Source: an optimization exercise on an open RTL-to-GDS flow (aim: small area and a short achievable clock period). Production flows keep margins and buffers that such runs may drop.

==> flow/design.v <==
module fpa(
  input  wire        clk,
  input  wire        reset,
  input  wire [11:0] A,
  input  wire [11:0] B,
  input  wire [11:0] C,
  input  wire [11:0] D,
  input  wire        pushin,
  output reg         pushout,
  output reg  [11:0] Z
);
  localparam K0 = 1;   
  localparam K1 = 0;   
  localparam K2 = 1;   
  localparam K3 = 1;   
  localparam K4 = 0;   
  function automatic ge5(input [4:0] a, input [4:0] b);
    reg [4:0] g, n; reg g43, n43, g21, n21, g40, n40, g4_1, n4_1;
    begin
      g = ~a & b; n = ~(a & ~b);
      g43 = g[4] | (n[4] & g[3]);  n43 = n[4] & n[3];
      g21 = g[2] | (n[2] & g[1]);  n21 = n[2] & n[1];
      g4_1 = g43 | (n43 & g21);    n4_1 = n43 & n21;
      ge5 = ~(g4_1 | (n4_1 & g[0]));
    end
  endfunction
  wire [4:0] eA = A[10:6], eB = B[10:6], eC = C[10:6], eD = D[10:6];
  wire gAB = ge5(eA, eB), gAC = ge5(eA, eC), gAD = ge5(eA, eD);
  wire gBC = ge5(eB, eC), gBD = ge5(eB, eD), gCD = ge5(eC, eD);
  wire selA = gAB & gAC & gAD;
  wire selB = ~gAB & gBC & gBD;
  wire selC = ~gAC & ~gBC & gCD;
  wire selD = ~gAD & ~gBD & ~gCD;
  wire [4:0] mx0 = ({5{selA}} & eA) | ({5{selB}} & eB) | ({5{selC}} & eC) | ({5{selD}} & eD);
  function automatic [6:0] mant(input [11:0] x);
    mant = ((|x[10:6]) ? {1'b1, x[5:0]} : 7'd0) ^ {7{x[11]}};
  endfunction
  wire [47:0] p0 = {mant(A), mant(B), mant(C), mant(D), eA, eB, eC, eD};
  wire [3:0]  s0 = {A[11], B[11], C[11], D[11]};
  reg  [47:0] p1; reg [3:0] s1; reg [4:0] mx1; reg v1;
  generate if (K0) begin : g_k0
    always @(posedge clk) begin p1 <= p0; s1 <= s0; mx1 <= mx0; end
    always @(posedge clk) v1 <= reset ? 1'b0 : pushin;
  end else begin : g_n0
    always @* begin p1 = p0; s1 = s0; mx1 = mx0; v1 = pushin; end
  end endgenerate
  function automatic [10:0] align(input [6:0] m, input s, input [4:0] e, input [4:0] mx);
    reg [4:0] sh; reg [10:0] v;
    begin
      sh = mx - e;
      v = {m, {4{s}}};
      v = sh[0] ? {s, v[10:1]}        : v;
      v = sh[1] ? {{2{s}}, v[10:2]}   : v;
      v = sh[2] ? {{4{s}}, v[10:4]}   : v;
      v = sh[3] ? {{8{s}}, v[10:8]}   : v;
      align = sh[4] ? {11{s}} : v;
    end
  endfunction
  wire [10:0] xA = align(p1[47:41], s1[3], p1[19:15], mx1);
  wire [10:0] xB = align(p1[40:34], s1[2], p1[14:10], mx1);
  wire [10:0] xC = align(p1[33:27], s1[1], p1[9:5],   mx1);
  wire [10:0] xD = align(p1[26:20], s1[0], p1[4:0],   mx1);
  wire [2:0]  ns1 = s1[3] + s1[2] + s1[1] + s1[0];
  wire [2:0]  nn1 = 3'd0 - ns1;
  wire [13:0] r4  = {nn1, 8'd0, ns1};
  reg [43:0] x2; reg [13:0] r42; reg [4:0] mx2; reg v2;
  generate if (K1) begin : g_k1
    always @(posedge clk) begin x2 <= {xA, xB, xC, xD}; r42 <= r4; mx2 <= mx1; end
    always @(posedge clk) v2 <= reset ? 1'b0 : v1;
  end else begin : g_n1
    always @* begin x2 = {xA, xB, xC, xD}; r42 = r4; mx2 = mx1; v2 = v1; end
  end endgenerate
  wire [13:0] q0 = {3'b0, x2[43:33]}, q1 = {3'b0, x2[32:22]}, q2 = {3'b0, x2[21:11]}, q3 = {3'b0, x2[10:0]};
  wire [13:0] a1 = q0 ^ q1 ^ q2;
  wire [13:0] b1 = {(q0 & q1) | (q0 & q2) | (q1 & q2), 1'b0};
  wire [13:0] a2 = a1 ^ b1 ^ q3;
  wire [13:0] b2 = {(a1 & b1) | (a1 & q3) | (b1 & q3), 1'b0};
  wire [13:0] a3 = a2 ^ b2 ^ r42;
  wire [13:0] b3 = {(a2 & b2) | (a2 & r42) | (b2 & r42), 1'b0};
  reg [13:0] a3r, b3r; reg [4:0] mx3; reg v3;
  generate if (K2) begin : g_k2
    always @(posedge clk) begin a3r <= a3; b3r <= b3; mx3 <= mx2; end
    always @(posedge clk) v3 <= reset ? 1'b0 : v2;
  end else begin : g_n2
    always @* begin a3r = a3; b3r = b3; mx3 = mx2; v3 = v2; end
  end endgenerate
  wire [13:0] S = a3r + b3r;
  reg [13:0] S4; reg [4:0] mx4; reg v4;
  generate if (K3) begin : g_k3
    always @(posedge clk) begin S4 <= S; mx4 <= mx3; end
    always @(posedge clk) v4 <= reset ? 1'b0 : v3;
  end else begin : g_n3
    always @* begin S4 = S; mx4 = mx3; v4 = v3; end
  end endgenerate
  wire        sgn = S4[13];
  wire [12:0] M   = sgn ? (13'd0 - S4[12:0]) : S4[12:0];
  wire        d3 = ~|M[12:5];
  wire [12:0] M1 = d3 ? {M[4:0], 8'd0} : M;
  wire        d2 = ~|M1[12:9];
  wire [12:0] M2 = d2 ? {M1[8:0], 4'd0} : M1;
  wire        d1 = ~|M2[12:11];
  wire [12:0] M3 = d1 ? {M2[10:0], 2'd0} : M2;
  wire        d0 = ~M3[12];
  wire [12:0] M4 = d0 ? {M3[11:0], 1'b0} : M3;
  reg sgn5, nz5; reg [5:0] fr5; reg [3:0] lz5; reg [4:0] mx5; reg v5;
  generate if (K4) begin : g_k4
    always @(posedge clk) begin sgn5 <= sgn; nz5 <= M4[12]; fr5 <= M4[11:6]; lz5 <= {d3, d2, d1, d0}; mx5 <= mx4; end
    always @(posedge clk) v5 <= reset ? 1'b0 : v4;
  end else begin : g_n4
    always @* begin sgn5 = sgn; nz5 = M4[12]; fr5 = M4[11:6]; lz5 = {d3, d2, d1, d0}; mx5 = mx4; v5 = v4; end
  end endgenerate
  wire signed [6:0] E = $signed({2'b00, mx5}) - $signed({3'b000, lz5});
  wire [4:0] ef = E[4:0] + 5'd2;
  wire zero = ~nz5 | E[6];
  wire sat  = (E > 7'sd28) | ((E == 7'sd28) & fr5[5] & fr5[4] & (|fr5[3:0]));
  wire [11:0] res = zero ? 12'h000 : sat ? {sgn5, 5'b11110, 6'b110000} : {sgn5, ef, fr5};
  always @(posedge clk) begin
    Z <= res;
    pushout <= reset ? 1'b0 : v5;
  end
endmodule
make LEC_CHECK=0 ABC_AREA=1 CAP_MARGIN=20 CORE_MARGIN=2 CORE_UTILIZATION=40 SLEW_MARGIN=20 finish   # period 5.0 ns
run.sh (not shown) runs the stock make flow with config.mk's settings and CLKGATE_MAP_FILE= SYNTH_SCRIPT=/design/flow/synth_recipe.tcl, a recipe that flattens the netlist after the stock synthesis.
Next try:
--- a/flow/design.v
+++ b/flow/design.v
@@ -7,16 +7,16 @@
   input  wire [11:0] D,
   input  wire        pushin,
   output reg         pushout,
   output reg  [11:0] Z
 );
   localparam K0 = 1;   
-  localparam K1 = 0;   
-  localparam K2 = 1;   
-  localparam K3 = 1;   
-  localparam K4 = 0;   
+  localparam K1 = 1;   
+  localparam K2 = 0;   
+  localparam K3 = 0;   
+  localparam K4 = 1;   
   function automatic ge5(input [4:0] a, input [4:0] b);
     reg [4:0] g, n; reg g43, n43, g21, n21, g40, n40, g4_1, n4_1;
     begin
       g = ~a & b; n = ~(a & ~b);
       g43 = g[4] | (n[4] & g[3]);  n43 = n[4] & n[3];
       g21 = g[2] | (n[2] & g[1]);  n21 = n[2] & n[1];
What happened: The changed run passed the timing, DRC and antenna checks. Clock skew is about the same. Synthesized cell count goes up by 6.3%. First-iteration DRC count climbs by 17%. Count of clock-buffer cells in the layout decreases by 4. Cell area rose by 7.0%. Utilization fell by 0.39 points. Worst setup slack got worse by 390 ps. Routed wire length came out higher by 10%.
Function was not checked in any run of this note: the RTL went through the layout flow alone.

## what the ideal ports hide
No port has a modelled driver above. Below, the same layouts with a new extraction and two added sets of constraints. Step 1 assumes that a clkbuf_16 drives the clock port and a buf_2 every other input. Step 2 adds t to the input delays and takes it off the output delays; t is the mean of the earliest and latest rising clock arrival at the registers after step 1. Input paths then give back, and output paths get back, about the clock's delay inside the block. Slacks: ideal ports / drivers / drivers and shift; pairs: ideal ports / drivers.
run | shift t [ns] | setup slack, ns | hold slack, ns | worst data-port slew with drivers (ns)
the first run | 0.457 | 0.685 / 0.685 / 0.685 | 0.325 / 0.325 / 0.325 | 0.06
the second run | 0.465 | 0.300 / 0.300 / 0.300 | 0.351 / 0.351 / 0.351 | 0.05
After both steps setup and hold are still met in every run listed.
